Context: an optimization exercise on an open-source flow, tuned for small area, a short achievable clock period and few clock cycles per item. The choices shown serve that exercise and are no tape-out recipe. The RTL of this run was laid out without a check of its function. No activity file was given, so power comes from the tool's default toggle rates.

File: flow/config.mk
export PLATFORM = sky130hd
export DESIGN_NAME = SSE
export DESIGN_NICKNAME = SSE
export VERILOG_FILES = /design/flow/design.v
export SDC_FILE = /design/flow/constraint.sdc
export NUM_CORES = 4
export LEC_CHECK = 0
export CAP_MARGIN = 20
export CORE_MARGIN = 2
export CORE_UTILIZATION = 55
export CTS_CLUSTER_DIAMETER = 100
export CTS_CLUSTER_SIZE = 26
export PLACE_DENSITY = 0.72
export SETUP_SLACK_MARGIN = 5
export SLEW_MARGIN = 20
export SYNTH_HIERARCHICAL = 1
export SYNTH_MINIMUM_KEEP_SIZE = 0
File: flow/constraint.sdc
create_clock -name core_clock -period 10.0 [get_ports {clk}]
set_input_delay 2.0000 -clock core_clock [delete_from_list [all_inputs] [get_ports {clk}]]
set_output_delay 2.0000 -clock core_clock [all_outputs]
set_load 0.01 [all_outputs]
File: flow/design.v
module sse_acc (
	input  logic        clk,
	input  logic        rst,
	input  logic        ps1,
	input  logic [7:0]  pe1,
	input  logic [24:0] pu1,
	input  logic        v5,
	input  logic        l5,
	output logic        out_valid,
	output logic [31:0] Y
);
	localparam logic [31:0] NAN = 32'h7f800001;
	logic [31:0] acc;
	logic        v6, l6, fresh;
	logic        ps;
	logic [7:0]  pe;
	logic        pNaN, pInf;   
	logic [23:0] yp;
	logic [3:0]  shH;    
	logic [7:0]  shL;    
	logic        selP;
	logic        as;
	logic [7:0]  ae;
	logic [22:0] af;
	assign {as, ae, af} = acc;
	logic aNaN, aInf, aZ, pZ;
	assign aNaN = (&ae) & (|af);
	assign aInf = (&ae) & ~(|af);
	assign aZ = fresh | ~(|ae);
	assign pZ = ~(|pe);
	logic normal;
	assign normal = ~aZ & ~aNaN & ~aInf & ~pNaN & ~pInf & ~pZ;
	logic [24:0] S, S1;
	logic        ovf;
	logic [7:0]  E, E1;
	logic [23:0] ma;
	assign ma = {1'b1, af};
	sse_shadd add (.ma(ma), .shH(shH[2:0]), .shL(shL), .yp(yp), .s0(S), .s1(S1));
	assign ovf = S[24];
	assign E = selP ? pe : ae;
	assign E1 = E + 8'd1;
	logic [31:0] nres, pval, res;
	logic        selN, selA, selP2, selNaN;
	assign nres = ovf ? {as, E1, S1[23:1]} : {as, E, S[22:0]};
	assign pval = {ps, pe, aZ ? yp[22:0] : 23'd0};
	assign selN = v6 & normal;
	assign selNaN = v6 & (aZ ? pNaN : (aNaN | pNaN | (aInf & pInf & (as != ps))));
	assign selA = ~v6 | (~aZ & ~aNaN & ~pNaN & (aInf ? (~pInf | (as == ps)) : (~pInf & pZ)));
	assign selP2 = v6 & (aZ ? (~pNaN & ~pZ) : (~aNaN & ~pNaN & ~aInf & pInf));
	assign res = ({32{selN}} & nres) | ({32{selA}} & acc) | ({32{selP2}} & pval) | ({32{selNaN}} & NAN);
	logic [25:0] pinc;
	logic [22:0] f1n;
	logic [23:0] m1n;
	logic [7:0]  e1n;
	sse_inc #(.W(25), .L(5)) inc1 (.a(pu1), .s(pinc));
	assign f1n = pu1[24] ? pinc[23:1] : pu1[22:0];
	assign m1n = {1'b1, f1n};
	assign e1n = pe1;
	logic [23:0] yp0, yp1;
	logic [8:0]  dP0, dA0;
	logic [4:0]  shA0, shA1;
	logic        sel0, sel1, inc;
	logic       ebP;
	logic [8:0] dPa, dPp, dAa, dAp;
	assign ebP = v6 & (aZ | selP);
	assign dPa = {1'b0, ae} - {1'b0, e1n};
	assign dPp = {1'b0, pe} - {1'b0, e1n};
	assign dAa = {1'b0, e1n} - {1'b0, ae};
	assign dAp = {1'b0, e1n} - {1'b0, pe};
	assign dP0 = ebP ? dPp : dPa;
	assign dA0 = ebP ? dAp : dAa;
	assign inc = v6 & ~aZ & ~pZ & ovf;
	assign sel0 = dP0[8];
	assign sel1 = sel0 & (dA0 != 9'd1);
	assign yp0 = sel0 ? m1n : (dP0[7:0] > 8'd23) ? 24'd0 : (m1n >> dP0[4:0]);
	assign yp1 = sel0 ? m1n : {1'b0, yp0[23:1]};
	assign shA0 = ~sel0 ? 5'd0 : (dA0[7:0] > 8'd23) ? 5'd24 : dA0[4:0];
	assign shA1 = ~sel1 ? 5'd0 : (dA0[7:0] > 8'd24) ? 5'd24 : (dA0[4:0] - 5'd1);
	logic azn;
	assign azn = v6 ? (l6 | (aZ & pZ)) : aZ;
	logic [23:0] ypc0, ypc1;
	logic [3:0]  shH0, shH1;
	logic [7:0]  shL0, shL1;
	assign ypc0 = azn ? m1n : yp0;
	assign ypc1 = azn ? m1n : yp1;
	assign shH0 = {1'b0, shA0[4:3] == 2'd2, shA0[4:3] == 2'd1, shA0[4:3] == 2'd0};
	assign shH1 = {1'b0, shA1[4:3] == 2'd2, shA1[4:3] == 2'd1, shA1[4:3] == 2'd0};
	always_comb
		for (int j = 0; j < 8; j++) begin
			shL0[j] = (shA0[2:0] == j);
			shL1[j] = (shA1[2:0] == j);
		end
	always_ff @(posedge clk) begin
		ps <= ps1;
		pe <= e1n;
		pNaN <= (&e1n) & (|f1n);
		pInf <= (&e1n) & ~(|f1n);
		l6 <= l5;
		acc <= res;
		selP <= inc ? sel1 : sel0;
		shH <= inc ? shH1 : shH0;
		shL <= inc ? shL1 : shL0;
		yp <= inc ? ypc1 : ypc0;
		if (rst) begin
			v6 <= 0;
			fresh <= 1;
			out_valid <= 0;
		end
		else begin
			v6 <= v5;
			if (v6) fresh <= l6;
			out_valid <= v6 & l6;
		end
	end
	assign Y = acc;
endmodule
module sse_shadd (
	input  logic [23:0] ma,
	input  logic [2:0]  shH,
	input  logic [7:0]  shL,
	input  logic [23:0] yp,
	output logic [24:0] s0,
	output logic [24:0] s1
);
	logic [23:0] yh, ya;
	always_comb begin
		for (int i = 0; i < 24; i++) begin
			yh[i] = (shH[0] & ma[i]) | (shH[1] & (i + 8 < 24 ? ma[(i + 8) % 24] : 1'b0))
				| (shH[2] & (i + 16 < 24 ? ma[(i + 16) % 24] : 1'b0));
			ya[i] = 0;
			for (int j = 0; j < 8; j++)
				if (i + j < 24) ya[i] = ya[i] | (shL[j] & yh[i + j]);
		end
	end
	logic [23:0] g [0:5];
	logic [23:0] t [0:5];
	logic [23:0] h;
	assign g[0] = ya & yp;
	assign t[0] = ya | yp;
	assign h = ya ^ yp;
	genvar l, i;
	generate
		for (l = 0; l < 5; l++) begin : g_lvl
			for (i = 0; i < 24; i++) begin : g_bit
				if (i >= (1 << l)) begin : g_op
					assign g[l + 1][i] = g[l][i] | (t[l][i] & g[l][i - (1 << l)]);
					assign t[l + 1][i] = t[l][i] & t[l][i - (1 << l)];
				end
				else begin : g_pass
					assign g[l + 1][i] = g[l][i];
					assign t[l + 1][i] = t[l][i];
				end
			end
		end
	endgenerate
	assign s0 = {g[5][23], h ^ {g[5][22:0], 1'b0}};
	assign s1 = {g[5][23] | t[5][23], h ^ {g[5][22:0] | t[5][22:0], 1'b1}};
endmodule
module sse_cadd #(parameter int W = 24, parameter int L = 5) (
	input  logic [W-1:0] a,
	input  logic [W-1:0] b,
	output logic [W:0]   s0,
	output logic [W:0]   s1
);
	logic [W-1:0] g [0:L];
	logic [W-1:0] t [0:L];
	logic [W-1:0] h;
	assign g[0] = a & b;
	assign t[0] = a | b;
	assign h = a ^ b;
	genvar l, i;
	generate
		for (l = 0; l < L; l++) begin : g_lvl
			for (i = 0; i < W; i++) begin : g_bit
				if (i >= (1 << l)) begin : g_op
					assign g[l + 1][i] = g[l][i] | (t[l][i] & g[l][i - (1 << l)]);
					assign t[l + 1][i] = t[l][i] & t[l][i - (1 << l)];
				end
				else begin : g_pass
					assign g[l + 1][i] = g[l][i];
					assign t[l + 1][i] = t[l][i];
				end
			end
		end
	endgenerate
	assign s0 = {g[L][W-1], h ^ {g[L][W-2:0], 1'b0}};
	assign s1 = {g[L][W-1] | t[L][W-1], h ^ {g[L][W-2:0] | t[L][W-2:0], 1'b1}};
endmodule
module sse_add #(parameter int W = 24, parameter int L = 5) (
	input  logic [W-1:0] a,
	input  logic [W-1:0] b,
	input  logic         ci,
	output logic [W:0]   s
);
	logic [W:0] g [0:L];
	logic [W:0] p [0:L];
	assign g[0] = {a & b, ci};
	assign p[0] = {a ^ b, 1'b0};
	genvar l, i;
	generate
		for (l = 0; l < L; l++) begin : g_lvl
			for (i = 0; i <= W; i++) begin : g_bit
				if ((i >> l) & 1) begin : g_op
					assign g[l + 1][i] = g[l][i] | (p[l][i] & g[l][((i >> l) << l) - 1]);
					assign p[l + 1][i] = p[l][i] & p[l][((i >> l) << l) - 1];
				end
				else begin : g_pass
					assign g[l + 1][i] = g[l][i];
					assign p[l + 1][i] = p[l][i];
				end
			end
		end
	endgenerate
	assign s = {g[L][W], p[0][W:1] ^ g[L][W-1:0]};
endmodule
module sse_inc #(parameter int W = 24, parameter int L = 5) (
	input  logic [W-1:0] a,
	output logic [W:0]   s
);
	logic [W-1:0] p [0:L];
	assign p[0] = a;
	genvar l, i;
	generate
		for (l = 0; l < L; l++) begin : g_lvl
			for (i = 0; i < W; i++) begin : g_bit
				if ((i >> l) & 1) begin : g_op
					assign p[l + 1][i] = p[l][i] & p[l][((i >> l) << l) - 1];
				end
				else begin : g_pass
					assign p[l + 1][i] = p[l][i];
				end
			end
		end
	endgenerate
	assign s = {p[L][W-1], a ^ {p[L][W-2:0], 1'b1}};
endmodule
module sse_sq_tree (
	input  logic [22:0] f,
	output logic [47:0] q0,
	output logic [47:0] q1
);
	wire t1 = ~(~(f[0] & f[17]) ^ ~(f[1] & f[16]));
	wire t2 = ~(f[0] & f[17]) | ~(f[1] & f[16]);
	wire t3 = ~(~(f[0] & f[18]) ^ ~(f[1] & f[17]));
	wire t4 = ~(f[0] & f[18]) | ~(f[1] & f[17]);
	wire t5, t6;
	sse_fa ut5 (.a(~(f[0] & f[19])), .b(~(f[1] & f[18])), .c(~(f[2] & f[17])), .s(t5), .co(t6));
	wire t7 = ~(~(f[3] & f[16]) ^ ~(f[4] & f[15]));
	wire t8 = ~(f[3] & f[16]) | ~(f[4] & f[15]);
	wire t9, t10;
	sse_fa ut9 (.a(~(f[0] & f[20])), .b(~(f[1] & f[19])), .c(~(f[2] & f[18])), .s(t9), .co(t10));
	wire t11 = ~(~(f[3] & f[17]) ^ ~(f[4] & f[16]));
	wire t12 = ~(f[3] & f[17]) | ~(f[4] & f[16]);
	wire t13, t14;
	sse_fa ut13 (.a(~(f[0] & f[21])), .b(~(f[1] & f[20])), .c(~(f[2] & f[19])), .s(t13), .co(t14));
	wire t15, t16;
	sse_fa ut15 (.a(~(f[3] & f[18])), .b(~(f[4] & f[17])), .c(~(f[5] & f[16])), .s(t15), .co(t16));
	wire t17 = ~(~(f[6] & f[15]) ^ ~(f[7] & f[14]));
	wire t18 = ~(f[6] & f[15]) | ~(f[7] & f[14]);
	wire t19, t20;
	sse_fa ut19 (.a(~(f[0] & f[22])), .b(~(f[1] & f[21])), .c(~(f[2] & f[20])), .s(t19), .co(t20));
	wire t21, t22;
	sse_fa ut21 (.a(~(f[3] & f[19])), .b(~(f[4] & f[18])), .c(~(f[5] & f[17])), .s(t21), .co(t22));
	wire t23 = ~(~(f[6] & f[16]) ^ ~(f[7] & f[15]));
	wire t24 = ~(f[6] & f[16]) | ~(f[7] & f[15]);
	wire t25, t26;
	sse_fa ut25 (.a(~f[0]), .b(~(f[1] & f[22])), .c(~(f[2] & f[21])), .s(t25), .co(t26));
	wire t27, t28;
	sse_fa ut27 (.a(~(f[3] & f[20])), .b(~(f[4] & f[19])), .c(~(f[5] & f[18])), .s(t27), .co(t28));
	wire t29, t30;
	sse_fa ut29 (.a(~(f[6] & f[17])), .b(~(f[7] & f[16])), .c(~(f[8] & f[15])), .s(t29), .co(t30));
	wire t31 = ~(~(f[9] & f[14]) ^ ~(f[10] & f[13]));
	wire t32 = ~(f[9] & f[14]) | ~(f[10] & f[13]);
	wire t33, t34;
	sse_fa ut33 (.a(~f[1]), .b(~(f[2] & f[22])), .c(~(f[3] & f[21])), .s(t33), .co(t34));
	wire t35, t36;
	sse_fa ut35 (.a(~(f[4] & f[20])), .b(~(f[5] & f[19])), .c(~(f[6] & f[18])), .s(t35), .co(t36));
	wire t37, t38;
	sse_fa ut37 (.a(~(f[7] & f[17])), .b(~(f[8] & f[16])), .c(~(f[9] & f[15])), .s(t37), .co(t38));
	wire t39, t40;
	sse_fa ut39 (.a(~f[2]), .b(~(f[3] & f[22])), .c(~(f[4] & f[21])), .s(t39), .co(t40));
	wire t41, t42;
	sse_fa ut41 (.a(~(f[5] & f[20])), .b(~(f[6] & f[19])), .c(~(f[7] & f[18])), .s(t41), .co(t42));
	wire t43, t44;
	sse_fa ut43 (.a(~(f[8] & f[17])), .b(~(f[9] & f[16])), .c(~(f[10] & f[15])), .s(t43), .co(t44));
	wire t45, t46;
	sse_fa ut45 (.a(~f[3]), .b(~(f[4] & f[22])), .c(~(f[5] & f[21])), .s(t45), .co(t46));
	wire t47, t48;
	sse_fa ut47 (.a(~(f[6] & f[20])), .b(~(f[7] & f[19])), .c(~(f[8] & f[18])), .s(t47), .co(t48));
	wire t49, t50;
	sse_fa ut49 (.a(~f[4]), .b(~(f[5] & f[22])), .c(~(f[6] & f[21])), .s(t49), .co(t50));
	wire t51, t52;
	sse_fa ut51 (.a(~(f[7] & f[20])), .b(~(f[8] & f[19])), .c(~(f[9] & f[18])), .s(t51), .co(t52));
	wire t53, t54;
	sse_fa ut53 (.a(~f[5]), .b(~(f[6] & f[22])), .c(~(f[7] & f[21])), .s(t53), .co(t54));
	wire t55, t56;
	sse_fa ut55 (.a(~f[6]), .b(~(f[7] & f[22])), .c(~(f[8] & f[21])), .s(t55), .co(t56));
	wire t57 = ~(~(f[0] & f[11]) ^ ~(f[1] & f[10]));
	wire t58 = ~(f[0] & f[11]) | ~(f[1] & f[10]);
	wire t59 = ~(~(f[0] & f[12]) ^ ~(f[1] & f[11]));
	wire t60 = ~(f[0] & f[12]) | ~(f[1] & f[11]);
	wire t61, t62;
	sse_fa ut61 (.a(~(f[0] & f[13])), .b(~(f[1] & f[12])), .c(~(f[2] & f[11])), .s(t61), .co(t62));
	wire t63 = ~(~(f[3] & f[10]) ^ ~(f[4] & f[9]));
	wire t64 = ~(f[3] & f[10]) | ~(f[4] & f[9]);
	wire t65, t66;
	sse_fa ut65 (.a(~(f[0] & f[14])), .b(~(f[1] & f[13])), .c(~(f[2] & f[12])), .s(t65), .co(t66));
	wire t67 = ~(~(f[3] & f[11]) ^ ~(f[4] & f[10]));
	wire t68 = ~(f[3] & f[11]) | ~(f[4] & f[10]);
	wire t69, t70;
	sse_fa ut69 (.a(~(f[0] & f[15])), .b(~(f[1] & f[14])), .c(~(f[2] & f[13])), .s(t69), .co(t70));
	wire t71, t72;
	sse_fa ut71 (.a(~(f[3] & f[12])), .b(~(f[4] & f[11])), .c(~(f[5] & f[10])), .s(t71), .co(t72));
	wire t73 = ~(~(f[6] & f[9]) ^ ~(f[7] & f[8]));
	wire t74 = ~(f[6] & f[9]) | ~(f[7] & f[8]);
	wire t75, t76;
	sse_fa ut75 (.a(~(f[0] & f[16])), .b(~(f[1] & f[15])), .c(~(f[2] & f[14])), .s(t75), .co(t76));
	wire t77, t78;
	sse_fa ut77 (.a(~(f[3] & f[13])), .b(~(f[4] & f[12])), .c(~(f[5] & f[11])), .s(t77), .co(t78));
	wire t79 = ~(~(f[6] & f[10]) ^ ~(f[7] & f[9]));
	wire t80 = ~(f[6] & f[10]) | ~(f[7] & f[9]);
	wire t81, t82;
	sse_fa ut81 (.a(~(f[2] & f[15])), .b(~(f[3] & f[14])), .c(~(f[4] & f[13])), .s(t81), .co(t82));
	wire t83, t84;
	sse_fa ut83 (.a(~(f[5] & f[12])), .b(~(f[6] & f[11])), .c(~(f[7] & f[10])), .s(t83), .co(t84));
	wire t85, t86;
	sse_fa ut85 (.a(~(f[8] & f[9])), .b(~f[9]), .c(t1), .s(t85), .co(t86));
	wire t87, t88;
	sse_fa ut87 (.a(~(f[2] & f[16])), .b(~(f[3] & f[15])), .c(~(f[4] & f[14])), .s(t87), .co(t88));
	wire t89, t90;
	sse_fa ut89 (.a(~(f[5] & f[13])), .b(~(f[6] & f[12])), .c(~(f[7] & f[11])), .s(t89), .co(t90));
	wire t91, t92;
	sse_fa ut91 (.a(~(f[8] & f[10])), .b(t2), .c(t3), .s(t91), .co(t92));
	wire t93, t94;
	sse_fa ut93 (.a(~(f[5] & f[14])), .b(~(f[6] & f[13])), .c(~(f[7] & f[12])), .s(t93), .co(t94));
	wire t95, t96;
	sse_fa ut95 (.a(~(f[8] & f[11])), .b(~(f[9] & f[10])), .c(~f[10]), .s(t95), .co(t96));
	wire t97, t98;
	sse_fa ut97 (.a(t4), .b(t7), .c(t5), .s(t97), .co(t98));
	wire t99, t100;
	sse_fa ut99 (.a(~(f[5] & f[15])), .b(~(f[6] & f[14])), .c(~(f[7] & f[13])), .s(t99), .co(t100));
	wire t101, t102;
	sse_fa ut101 (.a(~(f[8] & f[12])), .b(~(f[9] & f[11])), .c(t8), .s(t101), .co(t102));
	wire t103, t104;
	sse_fa ut103 (.a(t11), .b(t6), .c(t9), .s(t103), .co(t104));
	wire t105, t106;
	sse_fa ut105 (.a(~(f[8] & f[13])), .b(~(f[9] & f[12])), .c(~(f[10] & f[11])), .s(t105), .co(t106));
	wire t107, t108;
	sse_fa ut107 (.a(~f[11]), .b(t12), .c(t17), .s(t107), .co(t108));
	wire t109, t110;
	sse_fa ut109 (.a(t10), .b(t13), .c(t15), .s(t109), .co(t110));
	wire t111, t112;
	sse_fa ut111 (.a(~(f[8] & f[14])), .b(~(f[9] & f[13])), .c(~(f[10] & f[12])), .s(t111), .co(t112));
	wire t113, t114;
	sse_fa ut113 (.a(t18), .b(t23), .c(t14), .s(t113), .co(t114));
	wire t115, t116;
	sse_fa ut115 (.a(t16), .b(t19), .c(t21), .s(t115), .co(t116));
	wire t117, t118;
	sse_fa ut117 (.a(~(f[11] & f[12])), .b(~f[12]), .c(t24), .s(t117), .co(t118));
	wire t119, t120;
	sse_fa ut119 (.a(t31), .b(t20), .c(t22), .s(t119), .co(t120));
	wire t121, t122;
	sse_fa ut121 (.a(t25), .b(t27), .c(t29), .s(t121), .co(t122));
	wire t123, t124;
	sse_fa ut123 (.a(~(f[10] & f[14])), .b(~(f[11] & f[13])), .c(t32), .s(t123), .co(t124));
	wire t125, t126;
	sse_fa ut125 (.a(t26), .b(t28), .c(t30), .s(t125), .co(t126));
	wire t127, t128;
	sse_fa ut127 (.a(t33), .b(t35), .c(t37), .s(t127), .co(t128));
	wire t129, t130;
	sse_fa ut129 (.a(~(f[11] & f[14])), .b(~(f[12] & f[13])), .c(~f[13]), .s(t129), .co(t130));
	wire t131, t132;
	sse_fa ut131 (.a(t34), .b(t36), .c(t38), .s(t131), .co(t132));
	wire t133, t134;
	sse_fa ut133 (.a(t39), .b(t41), .c(t43), .s(t133), .co(t134));
	wire t135, t136;
	sse_fa ut135 (.a(~(f[9] & f[17])), .b(~(f[10] & f[16])), .c(~(f[11] & f[15])), .s(t135), .co(t136));
	wire t137, t138;
	sse_fa ut137 (.a(~(f[12] & f[14])), .b(t40), .c(t42), .s(t137), .co(t138));
	wire t139, t140;
	sse_fa ut139 (.a(t44), .b(t45), .c(t47), .s(t139), .co(t140));
	wire t141, t142;
	sse_fa ut141 (.a(~(f[10] & f[17])), .b(~(f[11] & f[16])), .c(~(f[12] & f[15])), .s(t141), .co(t142));
	wire t143, t144;
	sse_fa ut143 (.a(~(f[13] & f[14])), .b(~f[14]), .c(t46), .s(t143), .co(t144));
	wire t145, t146;
	sse_fa ut145 (.a(t48), .b(t49), .c(t51), .s(t145), .co(t146));
	wire t147, t148;
	sse_fa ut147 (.a(~(f[8] & f[20])), .b(~(f[9] & f[19])), .c(~(f[10] & f[18])), .s(t147), .co(t148));
	wire t149, t150;
	sse_fa ut149 (.a(~(f[11] & f[17])), .b(~(f[12] & f[16])), .c(~(f[13] & f[15])), .s(t149), .co(t150));
	wire t151, t152;
	sse_fa ut151 (.a(t50), .b(t52), .c(t53), .s(t151), .co(t152));
	wire t153, t154;
	sse_fa ut153 (.a(~(f[9] & f[20])), .b(~(f[10] & f[19])), .c(~(f[11] & f[18])), .s(t153), .co(t154));
	wire t155, t156;
	sse_fa ut155 (.a(~(f[12] & f[17])), .b(~(f[13] & f[16])), .c(~(f[14] & f[15])), .s(t155), .co(t156));
	wire t157, t158;
	sse_fa ut157 (.a(~f[15]), .b(t54), .c(t55), .s(t157), .co(t158));
	wire t159, t160;
	sse_fa ut159 (.a(~f[7]), .b(~(f[8] & f[22])), .c(~(f[9] & f[21])), .s(t159), .co(t160));
	wire t161, t162;
	sse_fa ut161 (.a(~(f[10] & f[20])), .b(~(f[11] & f[19])), .c(~(f[12] & f[18])), .s(t161), .co(t162));
	wire t163, t164;
	sse_fa ut163 (.a(~(f[13] & f[17])), .b(~(f[14] & f[16])), .c(t56), .s(t163), .co(t164));
	wire t165, t166;
	sse_fa ut165 (.a(~f[8]), .b(~(f[9] & f[22])), .c(~(f[10] & f[21])), .s(t165), .co(t166));
	wire t167, t168;
	sse_fa ut167 (.a(~(f[11] & f[20])), .b(~(f[12] & f[19])), .c(~(f[13] & f[18])), .s(t167), .co(t168));
	wire t169, t170;
	sse_fa ut169 (.a(~(f[14] & f[17])), .b(~(f[15] & f[16])), .c(~f[16]), .s(t169), .co(t170));
	wire t171, t172;
	sse_fa ut171 (.a(~f[9]), .b(~(f[10] & f[22])), .c(~(f[11] & f[21])), .s(t171), .co(t172));
	wire t173, t174;
	sse_fa ut173 (.a(~(f[12] & f[20])), .b(~(f[13] & f[19])), .c(~(f[14] & f[18])), .s(t173), .co(t174));
	wire t175, t176;
	sse_fa ut175 (.a(~f[10]), .b(~(f[11] & f[22])), .c(~(f[12] & f[21])), .s(t175), .co(t176));
	wire t177, t178;
	sse_fa ut177 (.a(~(f[13] & f[20])), .b(~(f[14] & f[19])), .c(~(f[15] & f[18])), .s(t177), .co(t178));
	wire t179, t180;
	sse_fa ut179 (.a(~f[11]), .b(~(f[12] & f[22])), .c(~(f[13] & f[21])), .s(t179), .co(t180));
	wire t181, t182;
	sse_fa ut181 (.a(~f[12]), .b(~(f[13] & f[22])), .c(~(f[14] & f[21])), .s(t181), .co(t182));
	wire t183 = ~(~(f[0] & f[7]) ^ ~(f[1] & f[6]));
	wire t184 = ~(f[0] & f[7]) | ~(f[1] & f[6]);
	wire t185 = ~(~(f[0] & f[8]) ^ ~(f[1] & f[7]));
	wire t186 = ~(f[0] & f[8]) | ~(f[1] & f[7]);
	wire t187, t188;
	sse_fa ut187 (.a(~(f[0] & f[9])), .b(~(f[1] & f[8])), .c(~(f[2] & f[7])), .s(t187), .co(t188));
	wire t189 = ~(~(f[3] & f[6]) ^ ~(f[4] & f[5]));
	wire t190 = ~(f[3] & f[6]) | ~(f[4] & f[5]);
	wire t191, t192;
	sse_fa ut191 (.a(~(f[0] & f[10])), .b(~(f[1] & f[9])), .c(~(f[2] & f[8])), .s(t191), .co(t192));
	wire t193 = ~(~(f[3] & f[7]) ^ ~(f[4] & f[6]));
	wire t194 = ~(f[3] & f[7]) | ~(f[4] & f[6]);
	wire t195, t196;
	sse_fa ut195 (.a(~(f[2] & f[9])), .b(~(f[3] & f[8])), .c(~(f[4] & f[7])), .s(t195), .co(t196));
	wire t197, t198;
	sse_fa ut197 (.a(~(f[5] & f[6])), .b(~f[6]), .c(t57), .s(t197), .co(t198));
	wire t199, t200;
	sse_fa ut199 (.a(~(f[2] & f[10])), .b(~(f[3] & f[9])), .c(~(f[4] & f[8])), .s(t199), .co(t200));
	wire t201, t202;
	sse_fa ut201 (.a(~(f[5] & f[7])), .b(t58), .c(t59), .s(t201), .co(t202));
	wire t203, t204;
	sse_fa ut203 (.a(~(f[5] & f[8])), .b(~(f[6] & f[7])), .c(~f[7]), .s(t203), .co(t204));
	wire t205, t206;
	sse_fa ut205 (.a(t60), .b(t63), .c(t61), .s(t205), .co(t206));
	wire t207, t208;
	sse_fa ut207 (.a(~(f[5] & f[9])), .b(~(f[6] & f[8])), .c(t64), .s(t207), .co(t208));
	wire t209, t210;
	sse_fa ut209 (.a(t67), .b(t62), .c(t65), .s(t209), .co(t210));
	wire t211, t212;
	sse_fa ut211 (.a(~f[8]), .b(t68), .c(t73), .s(t211), .co(t212));
	wire t213, t214;
	sse_fa ut213 (.a(t66), .b(t69), .c(t71), .s(t213), .co(t214));
	wire t215, t216;
	sse_fa ut215 (.a(t74), .b(t79), .c(t70), .s(t215), .co(t216));
	wire t217, t218;
	sse_fa ut217 (.a(t72), .b(t75), .c(t77), .s(t217), .co(t218));
	wire t219, t220;
	sse_fa ut219 (.a(t80), .b(t76), .c(t78), .s(t219), .co(t220));
	wire t221, t222;
	sse_fa ut221 (.a(t81), .b(t83), .c(t85), .s(t221), .co(t222));
	wire t223, t224;
	sse_fa ut223 (.a(t82), .b(t84), .c(t87), .s(t223), .co(t224));
	wire t225, t226;
	sse_fa ut225 (.a(t89), .b(t86), .c(t91), .s(t225), .co(t226));
	wire t227, t228;
	sse_fa ut227 (.a(t88), .b(t90), .c(t93), .s(t227), .co(t228));
	wire t229, t230;
	sse_fa ut229 (.a(t95), .b(t92), .c(t97), .s(t229), .co(t230));
	wire t231, t232;
	sse_fa ut231 (.a(t94), .b(t96), .c(t99), .s(t231), .co(t232));
	wire t233, t234;
	sse_fa ut233 (.a(t101), .b(t98), .c(t103), .s(t233), .co(t234));
	wire t235, t236;
	sse_fa ut235 (.a(t100), .b(t105), .c(t102), .s(t235), .co(t236));
	wire t237, t238;
	sse_fa ut237 (.a(t107), .b(t104), .c(t109), .s(t237), .co(t238));
	wire t239, t240;
	sse_fa ut239 (.a(t106), .b(t111), .c(t108), .s(t239), .co(t240));
	wire t241, t242;
	sse_fa ut241 (.a(t110), .b(t113), .c(t115), .s(t241), .co(t242));
	wire t243, t244;
	sse_fa ut243 (.a(t112), .b(t117), .c(t114), .s(t243), .co(t244));
	wire t245, t246;
	sse_fa ut245 (.a(t116), .b(t119), .c(t121), .s(t245), .co(t246));
	wire t247, t248;
	sse_fa ut247 (.a(t118), .b(t123), .c(t120), .s(t247), .co(t248));
	wire t249, t250;
	sse_fa ut249 (.a(t122), .b(t125), .c(t127), .s(t249), .co(t250));
	wire t251, t252;
	sse_fa ut251 (.a(t129), .b(t124), .c(t126), .s(t251), .co(t252));
	wire t253, t254;
	sse_fa ut253 (.a(t128), .b(t131), .c(t133), .s(t253), .co(t254));
	wire t255, t256;
	sse_fa ut255 (.a(t130), .b(t135), .c(t132), .s(t255), .co(t256));
	wire t257, t258;
	sse_fa ut257 (.a(t134), .b(t137), .c(t139), .s(t257), .co(t258));
	wire t259, t260;
	sse_fa ut259 (.a(t136), .b(t141), .c(t138), .s(t259), .co(t260));
	wire t261, t262;
	sse_fa ut261 (.a(t140), .b(t143), .c(t145), .s(t261), .co(t262));
	wire t263, t264;
	sse_fa ut263 (.a(t142), .b(t147), .c(t149), .s(t263), .co(t264));
	wire t265, t266;
	sse_fa ut265 (.a(t144), .b(t146), .c(t151), .s(t265), .co(t266));
	wire t267, t268;
	sse_fa ut267 (.a(t148), .b(t150), .c(t153), .s(t267), .co(t268));
	wire t269, t270;
	sse_fa ut269 (.a(t155), .b(t152), .c(t157), .s(t269), .co(t270));
	wire t271, t272;
	sse_fa ut271 (.a(t154), .b(t156), .c(t159), .s(t271), .co(t272));
	wire t273, t274;
	sse_fa ut273 (.a(t161), .b(t158), .c(t163), .s(t273), .co(t274));
	wire t275, t276;
	sse_fa ut275 (.a(t160), .b(t162), .c(t165), .s(t275), .co(t276));
	wire t277, t278;
	sse_fa ut277 (.a(t167), .b(t169), .c(t164), .s(t277), .co(t278));
	wire t279, t280;
	sse_fa ut279 (.a(~(f[15] & f[17])), .b(t166), .c(t168), .s(t279), .co(t280));
	wire t281, t282;
	sse_fa ut281 (.a(t170), .b(t171), .c(t173), .s(t281), .co(t282));
	wire t283, t284;
	sse_fa ut283 (.a(~(f[16] & f[17])), .b(~f[17]), .c(t172), .s(t283), .co(t284));
	wire t285, t286;
	sse_fa ut285 (.a(t174), .b(t175), .c(t177), .s(t285), .co(t286));
	wire t287, t288;
	sse_fa ut287 (.a(~(f[14] & f[20])), .b(~(f[15] & f[19])), .c(~(f[16] & f[18])), .s(t287), .co(t288));
	wire t289, t290;
	sse_fa ut289 (.a(t176), .b(t178), .c(t179), .s(t289), .co(t290));
	wire t291, t292;
	sse_fa ut291 (.a(~(f[15] & f[20])), .b(~(f[16] & f[19])), .c(~(f[17] & f[18])), .s(t291), .co(t292));
	wire t293, t294;
	sse_fa ut293 (.a(~f[18]), .b(t180), .c(t181), .s(t293), .co(t294));
	wire t295, t296;
	sse_fa ut295 (.a(~f[13]), .b(~(f[14] & f[22])), .c(~(f[15] & f[21])), .s(t295), .co(t296));
	wire t297, t298;
	sse_fa ut297 (.a(~(f[16] & f[20])), .b(~(f[17] & f[19])), .c(t182), .s(t297), .co(t298));
	wire t299, t300;
	sse_fa ut299 (.a(~f[14]), .b(~(f[15] & f[22])), .c(~(f[16] & f[21])), .s(t299), .co(t300));
	wire t301, t302;
	sse_fa ut301 (.a(~(f[17] & f[20])), .b(~(f[18] & f[19])), .c(~f[19]), .s(t301), .co(t302));
	wire t303, t304;
	sse_fa ut303 (.a(~f[15]), .b(~(f[16] & f[22])), .c(~(f[17] & f[21])), .s(t303), .co(t304));
	wire t305, t306;
	sse_fa ut305 (.a(~f[16]), .b(~(f[17] & f[22])), .c(~(f[18] & f[21])), .s(t305), .co(t306));
	wire t307 = ~(~(f[0] & f[5]) ^ ~(f[1] & f[4]));
	wire t308 = ~(f[0] & f[5]) | ~(f[1] & f[4]);
	wire t309 = ~(~(f[0] & f[6]) ^ ~(f[1] & f[5]));
	wire t310 = ~(f[0] & f[6]) | ~(f[1] & f[5]);
	wire t311, t312;
	sse_fa ut311 (.a(~(f[2] & f[5])), .b(~(f[3] & f[4])), .c(~f[4]), .s(t311), .co(t312));
	wire t313, t314;
	sse_fa ut313 (.a(~(f[2] & f[6])), .b(~(f[3] & f[5])), .c(t184), .s(t313), .co(t314));
	wire t315, t316;
	sse_fa ut315 (.a(~f[5]), .b(t186), .c(t189), .s(t315), .co(t316));
	wire t317, t318;
	sse_fa ut317 (.a(t190), .b(t193), .c(t188), .s(t317), .co(t318));
	wire t319, t320;
	sse_fa ut319 (.a(t194), .b(t192), .c(t195), .s(t319), .co(t320));
	wire t321, t322;
	sse_fa ut321 (.a(t196), .b(t199), .c(t198), .s(t321), .co(t322));
	wire t323, t324;
	sse_fa ut323 (.a(t200), .b(t203), .c(t202), .s(t323), .co(t324));
	wire t325, t326;
	sse_fa ut325 (.a(t204), .b(t207), .c(t206), .s(t325), .co(t326));
	wire t327, t328;
	sse_fa ut327 (.a(t208), .b(t211), .c(t210), .s(t327), .co(t328));
	wire t329, t330;
	sse_fa ut329 (.a(t212), .b(t214), .c(t215), .s(t329), .co(t330));
	wire t331, t332;
	sse_fa ut331 (.a(t216), .b(t218), .c(t219), .s(t331), .co(t332));
	wire t333, t334;
	sse_fa ut333 (.a(t220), .b(t223), .c(t222), .s(t333), .co(t334));
	wire t335, t336;
	sse_fa ut335 (.a(t224), .b(t227), .c(t226), .s(t335), .co(t336));
	wire t337, t338;
	sse_fa ut337 (.a(t228), .b(t231), .c(t230), .s(t337), .co(t338));
	wire t339, t340;
	sse_fa ut339 (.a(t232), .b(t235), .c(t234), .s(t339), .co(t340));
	wire t341, t342;
	sse_fa ut341 (.a(t236), .b(t239), .c(t238), .s(t341), .co(t342));
	wire t343, t344;
	sse_fa ut343 (.a(t240), .b(t242), .c(t243), .s(t343), .co(t344));
	wire t345, t346;
	sse_fa ut345 (.a(t244), .b(t246), .c(t247), .s(t345), .co(t346));
	wire t347, t348;
	sse_fa ut347 (.a(t248), .b(t250), .c(t251), .s(t347), .co(t348));
	wire t349, t350;
	sse_fa ut349 (.a(t252), .b(t254), .c(t255), .s(t349), .co(t350));
	wire t351, t352;
	sse_fa ut351 (.a(t256), .b(t258), .c(t259), .s(t351), .co(t352));
	wire t353, t354;
	sse_fa ut353 (.a(t263), .b(t260), .c(t262), .s(t353), .co(t354));
	wire t355, t356;
	sse_fa ut355 (.a(t264), .b(t267), .c(t266), .s(t355), .co(t356));
	wire t357, t358;
	sse_fa ut357 (.a(t268), .b(t271), .c(t270), .s(t357), .co(t358));
	wire t359, t360;
	sse_fa ut359 (.a(t272), .b(t275), .c(t274), .s(t359), .co(t360));
	wire t361, t362;
	sse_fa ut361 (.a(t276), .b(t279), .c(t281), .s(t361), .co(t362));
	wire t363, t364;
	sse_fa ut363 (.a(t280), .b(t282), .c(t283), .s(t363), .co(t364));
	wire t365, t366;
	sse_fa ut365 (.a(t287), .b(t284), .c(t286), .s(t365), .co(t366));
	wire t367, t368;
	sse_fa ut367 (.a(t288), .b(t291), .c(t290), .s(t367), .co(t368));
	wire t369, t370;
	sse_fa ut369 (.a(t292), .b(t295), .c(t294), .s(t369), .co(t370));
	wire t371, t372;
	sse_fa ut371 (.a(t296), .b(t299), .c(t301), .s(t371), .co(t372));
	wire t373, t374;
	sse_fa ut373 (.a(~(f[18] & f[20])), .b(t300), .c(t302), .s(t373), .co(t374));
	wire t375, t376;
	sse_fa ut375 (.a(~(f[19] & f[20])), .b(~f[20]), .c(t304), .s(t375), .co(t376));
	wire t377, t378;
	sse_fa ut377 (.a(~f[17]), .b(~(f[18] & f[22])), .c(~(f[19] & f[21])), .s(t377), .co(t378));
	wire t379, t380;
	sse_fa ut379 (.a(~f[18]), .b(~(f[19] & f[22])), .c(~(f[20] & f[21])), .s(t379), .co(t380));
	wire t381 = ~(~(f[0] & f[3]) ^ ~(f[1] & f[2]));
	wire t382 = ~(f[0] & f[3]) | ~(f[1] & f[2]);
	wire t383 = ~(~(f[0] & f[4]) ^ ~(f[1] & f[3]));
	wire t384 = ~(f[0] & f[4]) | ~(f[1] & f[3]);
	wire t385, t386;
	sse_fa ut385 (.a(~(f[2] & f[3])), .b(~f[3]), .c(t307), .s(t385), .co(t386));
	wire t387, t388;
	sse_fa ut387 (.a(~(f[2] & f[4])), .b(t308), .c(t309), .s(t387), .co(t388));
	wire t389, t390;
	sse_fa ut389 (.a(t310), .b(t183), .c(t311), .s(t389), .co(t390));
	wire t391, t392;
	sse_fa ut391 (.a(t185), .b(t312), .c(t313), .s(t391), .co(t392));
	wire t393, t394;
	sse_fa ut393 (.a(t187), .b(t314), .c(t315), .s(t393), .co(t394));
	wire t395, t396;
	sse_fa ut395 (.a(t191), .b(t316), .c(t317), .s(t395), .co(t396));
	wire t397, t398;
	sse_fa ut397 (.a(t197), .b(t318), .c(t319), .s(t397), .co(t398));
	wire t399, t400;
	sse_fa ut399 (.a(t201), .b(t320), .c(t321), .s(t399), .co(t400));
	wire t401, t402;
	sse_fa ut401 (.a(t205), .b(t322), .c(t323), .s(t401), .co(t402));
	wire t403, t404;
	sse_fa ut403 (.a(t209), .b(t324), .c(t325), .s(t403), .co(t404));
	wire t405, t406;
	sse_fa ut405 (.a(t213), .b(t326), .c(t327), .s(t405), .co(t406));
	wire t407, t408;
	sse_fa ut407 (.a(t217), .b(t328), .c(t329), .s(t407), .co(t408));
	wire t409, t410;
	sse_fa ut409 (.a(t221), .b(t330), .c(t331), .s(t409), .co(t410));
	wire t411, t412;
	sse_fa ut411 (.a(t225), .b(t332), .c(t333), .s(t411), .co(t412));
	wire t413, t414;
	sse_fa ut413 (.a(t229), .b(t334), .c(t335), .s(t413), .co(t414));
	wire t415, t416;
	sse_fa ut415 (.a(t233), .b(t336), .c(t337), .s(t415), .co(t416));
	wire t417, t418;
	sse_fa ut417 (.a(t237), .b(t338), .c(t339), .s(t417), .co(t418));
	wire t419, t420;
	sse_fa ut419 (.a(t241), .b(t340), .c(t341), .s(t419), .co(t420));
	wire t421, t422;
	sse_fa ut421 (.a(t245), .b(t342), .c(t343), .s(t421), .co(t422));
	wire t423, t424;
	sse_fa ut423 (.a(t249), .b(t344), .c(t345), .s(t423), .co(t424));
	wire t425, t426;
	sse_fa ut425 (.a(t253), .b(t346), .c(t347), .s(t425), .co(t426));
	wire t427, t428;
	sse_fa ut427 (.a(t257), .b(t348), .c(t349), .s(t427), .co(t428));
	wire t429, t430;
	sse_fa ut429 (.a(t261), .b(t350), .c(t351), .s(t429), .co(t430));
	wire t431, t432;
	sse_fa ut431 (.a(t265), .b(t352), .c(t353), .s(t431), .co(t432));
	wire t433, t434;
	sse_fa ut433 (.a(t269), .b(t354), .c(t355), .s(t433), .co(t434));
	wire t435, t436;
	sse_fa ut435 (.a(t273), .b(t356), .c(t357), .s(t435), .co(t436));
	wire t437, t438;
	sse_fa ut437 (.a(t277), .b(t358), .c(t359), .s(t437), .co(t438));
	wire t439, t440;
	sse_fa ut439 (.a(t361), .b(t278), .c(t360), .s(t439), .co(t440));
	wire t441, t442;
	sse_fa ut441 (.a(t285), .b(t362), .c(t363), .s(t441), .co(t442));
	wire t443, t444;
	sse_fa ut443 (.a(t289), .b(t364), .c(t365), .s(t443), .co(t444));
	wire t445, t446;
	sse_fa ut445 (.a(t293), .b(t366), .c(t367), .s(t445), .co(t446));
	wire t447, t448;
	sse_fa ut447 (.a(t297), .b(t368), .c(t369), .s(t447), .co(t448));
	wire t449, t450;
	sse_fa ut449 (.a(t371), .b(t298), .c(t370), .s(t449), .co(t450));
	wire t451, t452;
	sse_fa ut451 (.a(t303), .b(t372), .c(t373), .s(t451), .co(t452));
	wire t453, t454;
	sse_fa ut453 (.a(t305), .b(t374), .c(t375), .s(t453), .co(t454));
	wire t455, t456;
	sse_fa ut455 (.a(t377), .b(t306), .c(t376), .s(t455), .co(t456));
	wire t457, t458;
	sse_fa ut457 (.a(~f[21]), .b(t378), .c(t379), .s(t457), .co(t458));
	wire t459, t460;
	sse_fa ut459 (.a(~f[19]), .b(~(f[20] & f[22])), .c(t380), .s(t459), .co(t460));
	wire t461, t462;
	sse_fa ut461 (.a(~f[20]), .b(~(f[21] & f[22])), .c(~f[22]), .s(t461), .co(t462));
	assign q0[0] = ~f[0];
	assign q1[0] = 1'b1;
	assign q0[1] = 1'b1;
	assign q1[1] = 1'b1;
	assign q0[2] = ~(f[0] & f[1]);
	assign q1[2] = ~f[1];
	assign q0[3] = ~(f[0] & f[2]);
	assign q1[3] = 1'b1;
	assign q0[4] = t381;
	assign q1[4] = ~f[2];
	assign q0[5] = t382;
	assign q1[5] = t383;
	assign q0[6] = t384;
	assign q1[6] = t385;
	assign q0[7] = t386;
	assign q1[7] = t387;
	assign q0[8] = t388;
	assign q1[8] = t389;
	assign q0[9] = t390;
	assign q1[9] = t391;
	assign q0[10] = t392;
	assign q1[10] = t393;
	assign q0[11] = t394;
	assign q1[11] = t395;
	assign q0[12] = t396;
	assign q1[12] = t397;
	assign q0[13] = t398;
	assign q1[13] = t399;
	assign q0[14] = t400;
	assign q1[14] = t401;
	assign q0[15] = t402;
	assign q1[15] = t403;
	assign q0[16] = t404;
	assign q1[16] = t405;
	assign q0[17] = t406;
	assign q1[17] = t407;
	assign q0[18] = t408;
	assign q1[18] = t409;
	assign q0[19] = t410;
	assign q1[19] = t411;
	assign q0[20] = t412;
	assign q1[20] = t413;
	assign q0[21] = t414;
	assign q1[21] = t415;
	assign q0[22] = t416;
	assign q1[22] = t417;
	assign q0[23] = t418;
	assign q1[23] = t419;
	assign q0[24] = t420;
	assign q1[24] = t421;
	assign q0[25] = t422;
	assign q1[25] = t423;
	assign q0[26] = t424;
	assign q1[26] = t425;
	assign q0[27] = t426;
	assign q1[27] = t427;
	assign q0[28] = t428;
	assign q1[28] = t429;
	assign q0[29] = t430;
	assign q1[29] = t431;
	assign q0[30] = t432;
	assign q1[30] = t433;
	assign q0[31] = t434;
	assign q1[31] = t435;
	assign q0[32] = t436;
	assign q1[32] = t437;
	assign q0[33] = t438;
	assign q1[33] = t439;
	assign q0[34] = t440;
	assign q1[34] = t441;
	assign q0[35] = t442;
	assign q1[35] = t443;
	assign q0[36] = t444;
	assign q1[36] = t445;
	assign q0[37] = t446;
	assign q1[37] = t447;
	assign q0[38] = t448;
	assign q1[38] = t449;
	assign q0[39] = t450;
	assign q1[39] = t451;
	assign q0[40] = t452;
	assign q1[40] = t453;
	assign q0[41] = t454;
	assign q1[41] = t455;
	assign q0[42] = t456;
	assign q1[42] = t457;
	assign q0[43] = t458;
	assign q1[43] = t459;
	assign q0[44] = t460;
	assign q1[44] = t461;
	assign q0[45] = t462;
	assign q1[45] = ~f[21];
	assign q0[46] = 1'b0;
	assign q1[46] = ~f[22];
	assign q0[47] = 1'b1;
	assign q1[47] = 1'b1;
endmodule
module sse_sq_sum (
	input  logic [47:0] q0,
	input  logic [47:0] q1,
	output logic [47:0] P
);
	logic [48:0] s;
	sse_add #(.W(48), .L(6)) add (.a(q0), .b(q1), .ci(1'b1), .s(s));
	assign P = ~s[47:0];
endmodule
module sse_fa (
	input  logic a, b, c,
	output logic s, co
);
	assign s = a ^ b ^ c;
	assign co = (a & b) | (a & c) | (b & c);
endmodule
module SSE (
	input  logic        clk,
	input  logic        rst,
	input  logic        in_valid,
	input  logic        in_last,
	input  logic [31:0] A,
	input  logic [31:0] B,
	output logic        in_ready,
	output logic        out_valid,
	output logic [31:0] Y
);
	localparam logic [31:0] NAN = 32'h7f800001;
	logic v0, v2, v3, v4, v5;
	logic l0, l2, l3, l4, l5;
	always_ff @(posedge clk) begin
		if (rst) begin
			in_ready <= 0;
			{v0, v2, v3, v4, v5} <= 0;
		end
		else begin
			in_ready <= 1;
			v0 <= in_valid & in_ready;
			{v2, v3, v4, v5} <= {v0, v2, v3, v4};
		end
		{l0, l2, l3, l4, l5} <= {in_last, l0, l2, l3, l4};
	end
	logic        sA, sB;
	logic [7:0]  eA, eB;
	logic [22:0] fA, fB;
	assign {sA, eA, fA} = A;
	assign {sB, eB, fB} = B;
	logic nanA, nanB, infA, infB, zA, zB;
	assign nanA = (&eA) & (|fA);
	assign nanB = (&eB) & (|fB);
	assign infA = (&eA) & ~(|fA);
	assign infB = (&eB) & ~(|fB);
	assign zA = ~(|eA);
	assign zB = ~(|eB);
	logic spec, isNaN, kill, ssgn;
	assign spec = zA | zB | (&eA) | (&eB);
	assign isNaN = nanA | nanB | (infA & infB & (sA != sB));
	assign kill = isNaN | (zA & zB);
	always_comb begin
		if (nanA | nanB) ssgn = 0;
		else if (infA & infB) ssgn = (sA == sB) ? sA : 1'b0;
		else if (infA) ssgn = sA;
		else if (infB) ssgn = sB;
		else if (zA & zB) ssgn = 0;
		else if (zA) ssgn = ~sB;
		else ssgn = sA;
	end
	logic [8:0]  dAB;
	logic [7:0]  dBA;
	logic        aLess, eEq, fLess, swp;
	assign dAB = {1'b0, eA} - {1'b0, eB};
	assign dBA = eB - eA;
	assign aLess = dAB[8];
	assign eEq = (eA == eB);
	assign fLess = fA < fB;
	assign swp = A[30:0] < B[30:0];    
	logic [22:0] x0, y0;
	logic        h0;
	logic [4:0]  k0;
	logic [7:0]  e0;
	logic        s0, sub0;
	always_ff @(posedge clk) begin
		y0 <= spec ? 23'd0 : swp ? fA : fB;
		h0 <= ~spec;
		x0 <= kill ? {22'd0, isNaN} : swp ? fB : fA;
		e0 <= aLess ? eB : eA;
		k0 <= aLess ? ((dBA > 8'd23) ? 5'd24 : dBA[4:0]) : ((dAB[7:0] > 8'd23) ? 5'd24 : dAB[4:0]);
		if (spec) begin
			s0 <= ssgn;
			sub0 <= 0;
		end
		else begin
			s0 <= (sA == sB) ? (swp ^ sA) : sA;
			sub0 <= (sA == sB);
		end
	end
	logic [23:0] y1;
	assign y1 = {h0, y0} >> k0;
	logic [24:0] sum2;
	sse_add #(.W(24), .L(5)) add1 (.a({1'b1, x0}), .b(sub0 ? ~y1 : y1), .ci(sub0), .s(sum2));
	logic [24:0] r2;
	logic [7:0]  e2;
	logic        s2, sub2;
	always_ff @(posedge clk) begin
		r2 <= {sum2[24] & ~sub0, sum2[23:0]};
		e2 <= e0;
		s2 <= s0;
		sub2 <= sub0;
	end
	logic [24:0] inc3;
	logic [25:0] inc3x;
	assign inc3 = inc3x[24:0];
	sse_inc #(.W(25), .L(5)) inc1 (.a(r2), .s(inc3x));
	logic [31:0] zx;
	logic [7:0]  nz1;
	logic [15:0] nc1;
	logic [3:0]  nz2;
	logic [11:0] nc2;
	logic [1:0]  nz3;
	logic [7:0]  nc3;
	logic [4:0]  lz;
	assign zx = {r2[23:0], 8'hff};
	genvar gi;
	generate
		for (gi = 0; gi < 8; gi++) begin : g_l1
			logic [3:0] q;
			assign q = zx[4 * gi +: 4];
			assign nz1[gi] = |q;
			assign nc1[2 * gi +: 2] = q[3] ? 2'd0 : q[2] ? 2'd1 : q[1] ? 2'd2 : 2'd3;
		end
		for (gi = 0; gi < 4; gi++) begin : g_l2
			assign nz2[gi] = nz1[2 * gi + 1] | nz1[2 * gi];
			assign nc2[3 * gi +: 3] = nz1[2 * gi + 1] ? {1'b0, nc1[4 * gi + 2 +: 2]} : {1'b1, nc1[4 * gi +: 2]};
		end
		for (gi = 0; gi < 2; gi++) begin : g_l3
			assign nz3[gi] = nz2[2 * gi + 1] | nz2[2 * gi];
			assign nc3[4 * gi +: 4] = nz2[2 * gi + 1] ? {1'b0, nc2[6 * gi + 3 +: 3]} : {1'b1, nc2[6 * gi +: 3]};
		end
	endgenerate
	assign lz = nz3[1] ? {1'b0, nc3[7:4]} : {1'b1, nc3[3:0]};
	logic [23:0] n1;
	assign n1 = r2[23:0] << lz;
	logic        s3;
	logic [7:0]  e3;
	logic [4:0]  lz3;
	logic [22:0] f3;
	always_ff @(posedge clk) begin
		if (sub2) begin
			if (r2[23:0] == 0) begin
				s3 <= 0;
				e3 <= 0;
				lz3 <= 0;
			end
			else begin
				s3 <= s2;
				e3 <= e2;
				lz3 <= lz;
			end
			f3 <= n1[22:0];
		end
		else begin
			s3 <= s2;
			e3 <= r2[24] ? e2 + 8'd1 : e2;
			lz3 <= 0;
			f3 <= r2[24] ? inc3[23:1] : r2[22:0];
		end
	end
	logic        sd;
	logic [7:0]  ed;
	logic [22:0] fd;
	assign sd = s3;
	assign ed = e3 - {3'd0, lz3};
	assign fd = f3;
	logic [9:0] ex4;
	assign ex4 = {1'b0, ed, 1'b0} - 10'd127;
	logic [47:0] q0, q1;
	sse_sq_tree sq (.f(fd), .q0(q0), .q1(q1));
	logic spec4, ssp4, esp4, nsp4;
	always_comb begin
		spec4 = 1;
		ssp4 = 0;
		esp4 = 1;
		nsp4 = 0;
		if ((&ed) & (|fd)) nsp4 = 1;
		else if (&ed) ssp4 = sd;
		else if (~(|ed)) esp4 = 0;
		else if (~ex4[9] & (ex4[8:0] > 9'd254)) ;
		else if (ex4[9] | (ex4 == 0)) esp4 = 0;
		else spec4 = 0;
	end
	logic [47:0] r40, r41;
	logic [7:0]  e4;
	logic        spec5i, ssp5i, esp5i, nsp5i;
	always_ff @(posedge clk) begin
		r40 <= q0;
		r41 <= q1;
		e4 <= ex4[7:0];
		spec5i <= spec4;
		ssp5i <= ssp4;
		esp5i <= esp4;
		nsp5i <= nsp4;
	end
	logic [47:0] P;
	logic [24:0] U;
	sse_sq_sum sqs (.q0(r40), .q1(r41), .P(P));
	assign U = P[47:23];
	logic        ps5;
	logic [7:0]  pe5;
	logic [24:0] pu5;
	always_comb begin
		if (spec5i) begin
			ps5 = ssp5i;
			pe5 = {8{esp5i}};
			pu5 = {24'd0, nsp5i};
		end
		else begin
			ps5 = 0;
			pe5 = U[24] ? e4 + 8'd1 : e4;
			pu5 = U;
		end
	end
	logic        ps1;
	logic [7:0]  pe1;
	logic [24:0] pu1;
	always_ff @(posedge clk) begin
		ps1 <= ps5;
		pe1 <= pe5;
		pu1 <= pu5;
	end
	sse_acc acc (
		.clk(clk), .rst(rst),
		.ps1(ps1), .pe1(pe1), .pu1(pu1), .v5(v5), .l5(l5),
		.out_valid(out_valid), .Y(Y)
	);
endmodule
File: flow/flow/run.sh
#!/bin/bash
set -euo pipefail
bash standard.sh SETUP_SLACK_MARGIN=6.0 "BUFFER_PORTS_ARGS=-buffer_cell sky130_fd_sc_hd__buf_1" finish > standard.log 2>&1
File: flow/standard.sh
#!/bin/bash
# synth_recipe.tcl (not shown) runs the flow's synth.tcl, then flattens the netlist and writes it again
# the make line also repeats each setting of config.mk as NAME=value (left out here)
make -C /OpenROAD-flow-scripts/flow DESIGN_CONFIG=/design/flow/config.mk WORK_HOME=/design/flow/orfs CLKGATE_MAP_FILE= SYNTH_SCRIPT=/design/flow/synth_recipe.tcl "${@:-finish}"
==> summary.txt <==
==> worst paths after layout <==
kind | end | slack, ps | cells after the start
setup / recovery | acc.shL[5] | 5930 | 18
hold / removal | e2[5] | 340 | 0
setup reg to reg | acc.shL[5] | 5930 | 18
hold reg to reg | e2[5] | 340 | 0
==> repair_timing <==
| item | 4_1_cts | 5_1_grt |
|---|---|---|
| gates resized for setup | 102 | 126 |
| setup buffers | 40 | 30 |
| endpoints found under the setup margin | 125 | 122 |
| pin swaps | 25 | 41 |
| cloned | 3 | 3 |
==> power groups by stage <==
| stage | logic [uW] | clock network [uW] | registers, uW |
|---|---|---|---|
| after floorplan | 9640 | 0 | 2480 |
| after global placement | 8780 | 0 | 2780 |
| after detailed placement | 9020 | 0 | 2790 |
| after CTS | 9270 | 1210 | 2740 |
| after global routing | 10800 | 1260 | 2830 |
| final | 9560 | 1170 | 2770 |
==> stage by stage <==
stage | hold slack, ps | worst slack, ps | cell area (um^2) | power (uW)
floorplan | 310 | 5880 | 32700 | 12100
global placement | 310 | 4570 | 32700 | 11600
detailed placement | 312 | 4540 | 32700 | 11800
CTS | 334 | 5980 | 34300 | 13200
global route | 341 | 5810 | 35200 | 14900
finish | 335 | 5930 | 35200 | 13500
==> layer usage <==
metal / up-vias / wire length (um)
met5: - / 0
met1: 12900 / 35900
li1: 12500 / -
met2: 1006 / 40000
met3: 173 / 5790
met4: 0 / 3030
==> flip-flops by register name (all words and copies together) (netlist names), 8 cells and up <==
name / flops
acc.acc: 32
f3: 23
e2: 8
e3: 8
x0: 23
e0: 8
acc.pe: 8
r40: 48
acc.yp: 24
y0: 23
pe1: 8
r41: 48
pu1: 25
r2: 25
acc.shL: 8
==> area by class of cell <==
| cell class | count | area, um^2 | share of cell area, % |
|---|---|---|---|
| Clock inverter | 13 | 288 | 0.819 |
| Sequential cell | 369 | 7450 | 21.2 |
| Multi-Input combinational cell | 2731 | 23400 | 66.4 |
| Timing Repair Buffer | 214 | 1420 | 4.04 |
| Clock buffer | 26 | 629 | 1.79 |
| Inverter | 277 | 1050 | 2.98 |
| Tap cell | 773 | 967 | 2.75 |
==> critical path: cells and delay by family (launching register included) <==
family / cells / cell delay [ps]
fa+ha+maj: 2 / 550
simple gates: 6 / 1390
flops: 1 / 380
compound gates: 8 / 1370
buf+inv: 2 / 290
==> reports/metrics.csv <==
metric,value,unit
status,finished clean,
WL/cell,19.2,um
Max-slew headroom,24.2,%
CP startpoint kind,flop,
DP HPWL,62.1,mm
via density per instance,6.05,
R2R Path Start,acc.shH[0],
final WL,84.6,mm
"Core Util, Final",59.9,%
Antenna Nets Post-Route,0,
Num CTS Buffers,24,
Comb power frac,70.8,%
worst hold path type,reg2reg,
antenna violations before repair,0,
Tcrit/Tclk final,40.7,%
most used routing layer in global routing,met2,
"commonest cells after routing, fill and taps aside","nand2_1, dfxtp_1, inv_1",
dpl cells,4288,
Setup CP Type,reg2reg,
drt first pass iters,7,
number of synthesis warnings,19,
Worst Path Arrival,4580,ps
Pint,6900,uW
Peak Freq,0.246,GHz
Core Area,58700,um^2
CP peak stage delay,440,ps
final setup TNS,0,ps
Least-Margin Pin Slew,1140,ps
vias after detailed routing,26600,
vias in the first global route,25400,
initial DRC count,2466,
n_diodes,0,
die area,61100,um^2
maxcap violations,0,
layout cells sized above 1,13.4,%
global route overflow,0,
Max H-tree Level,1,
"Hold Vio Cnt, Final",0,
height of the die,247,um
min-delay src,e0[5],
Worst Path Max Fanout,7,
met3 Use GR,3.13,%
crit path launch,acc.shH[0],
LEAKAGE,0.0141,uW
CP required,10510,ps
sequential power share,20.5,%
met1 usage,36.8,%
die width,247,um
cts hold-fix bufs,0,
IO buf count,101,
clock power share,8.7,%
final setup vio count,0,
mapped cell area,32500,um^2
first-pass GRT wire length,134,mm
Total Routing Usage GR,27.1,%
clock-pin slew on the worst setup and hold paths,90,ps
Clock Skew,25.7,ps
NetSw,6600,uW
Cells after Synth,3646,
Sink Count,369,
Rows,89,
GP Congestion,0.967,
largest net degree at the start of global routing,49,
sw frac,48.9,%
Post-Layout Cell Count,4403,
syn avg cell area,8.92,um^2
routing usage on met2,44.5,%
Clock Latency Late Sink,590,ps
Fill cells,5089,
Post-route DRC,0,
Max rail drop VDD,0.272,mV
Slew Limit Fails,0,
I/O pin cnt,102,
area delta synth->final,8.13,%
critical path cell sequence,buf_6 -> a22oi_2 -> nand2_2 -> a22o_1 -> or4_4 -> ha_4 -> fa_2 -> nor2b_4 -> o21ai_4 -> a31oi_4 -> a21boi_4 -> o21bai_4 -> buf_12 -> and3_4 -> a21oi_4 -> nand3_4 -> or3_4 -> a21boi_1,
CTS root buf,clkbuf_16,
"most common cell after layout, fill and taps aside",nand2_1,
post-route minimum period,4070,ps
Final Net Count,4120,
RSZ-0062 raised after global routing,true,
maximum clock path buffer count,3,
PwrDens,384,nW/um^2
crit path max-delay cell type,or4_4,
CTS tree,done,
Initial Util,55.4,%
Worst Setup End Kind,flop,

what the ideal ports hide:
How much do the figures lean on ideal ports? The routed layout below was timed once more, with nothing changed but the port constraints. Step 1 assumes that a clkbuf_16 drives the clock port and a buf_2 every other input. Step 2 adds t to the input delays and takes it off the output delays; t is the mean of the earliest and latest rising clock arrival at the registers after step 1. Input paths then give back, and output paths get back, about the clock's delay inside the block. Three values: no drivers, after step 1, after step 2; two values: the first two.
t (ns): 0.639
slack for setup (ns): 5.934 / 5.934 / 5.496
clock arrival spread, ns: 0.027 / 0.027
worst slew at a driven data input, ns: 0.05
cell pins on the clock port's net: 1
After both steps this run still meets setup and hold. The setup slack of this run moves by 0.000 ns with the drivers and by -0.438 ns with both steps.
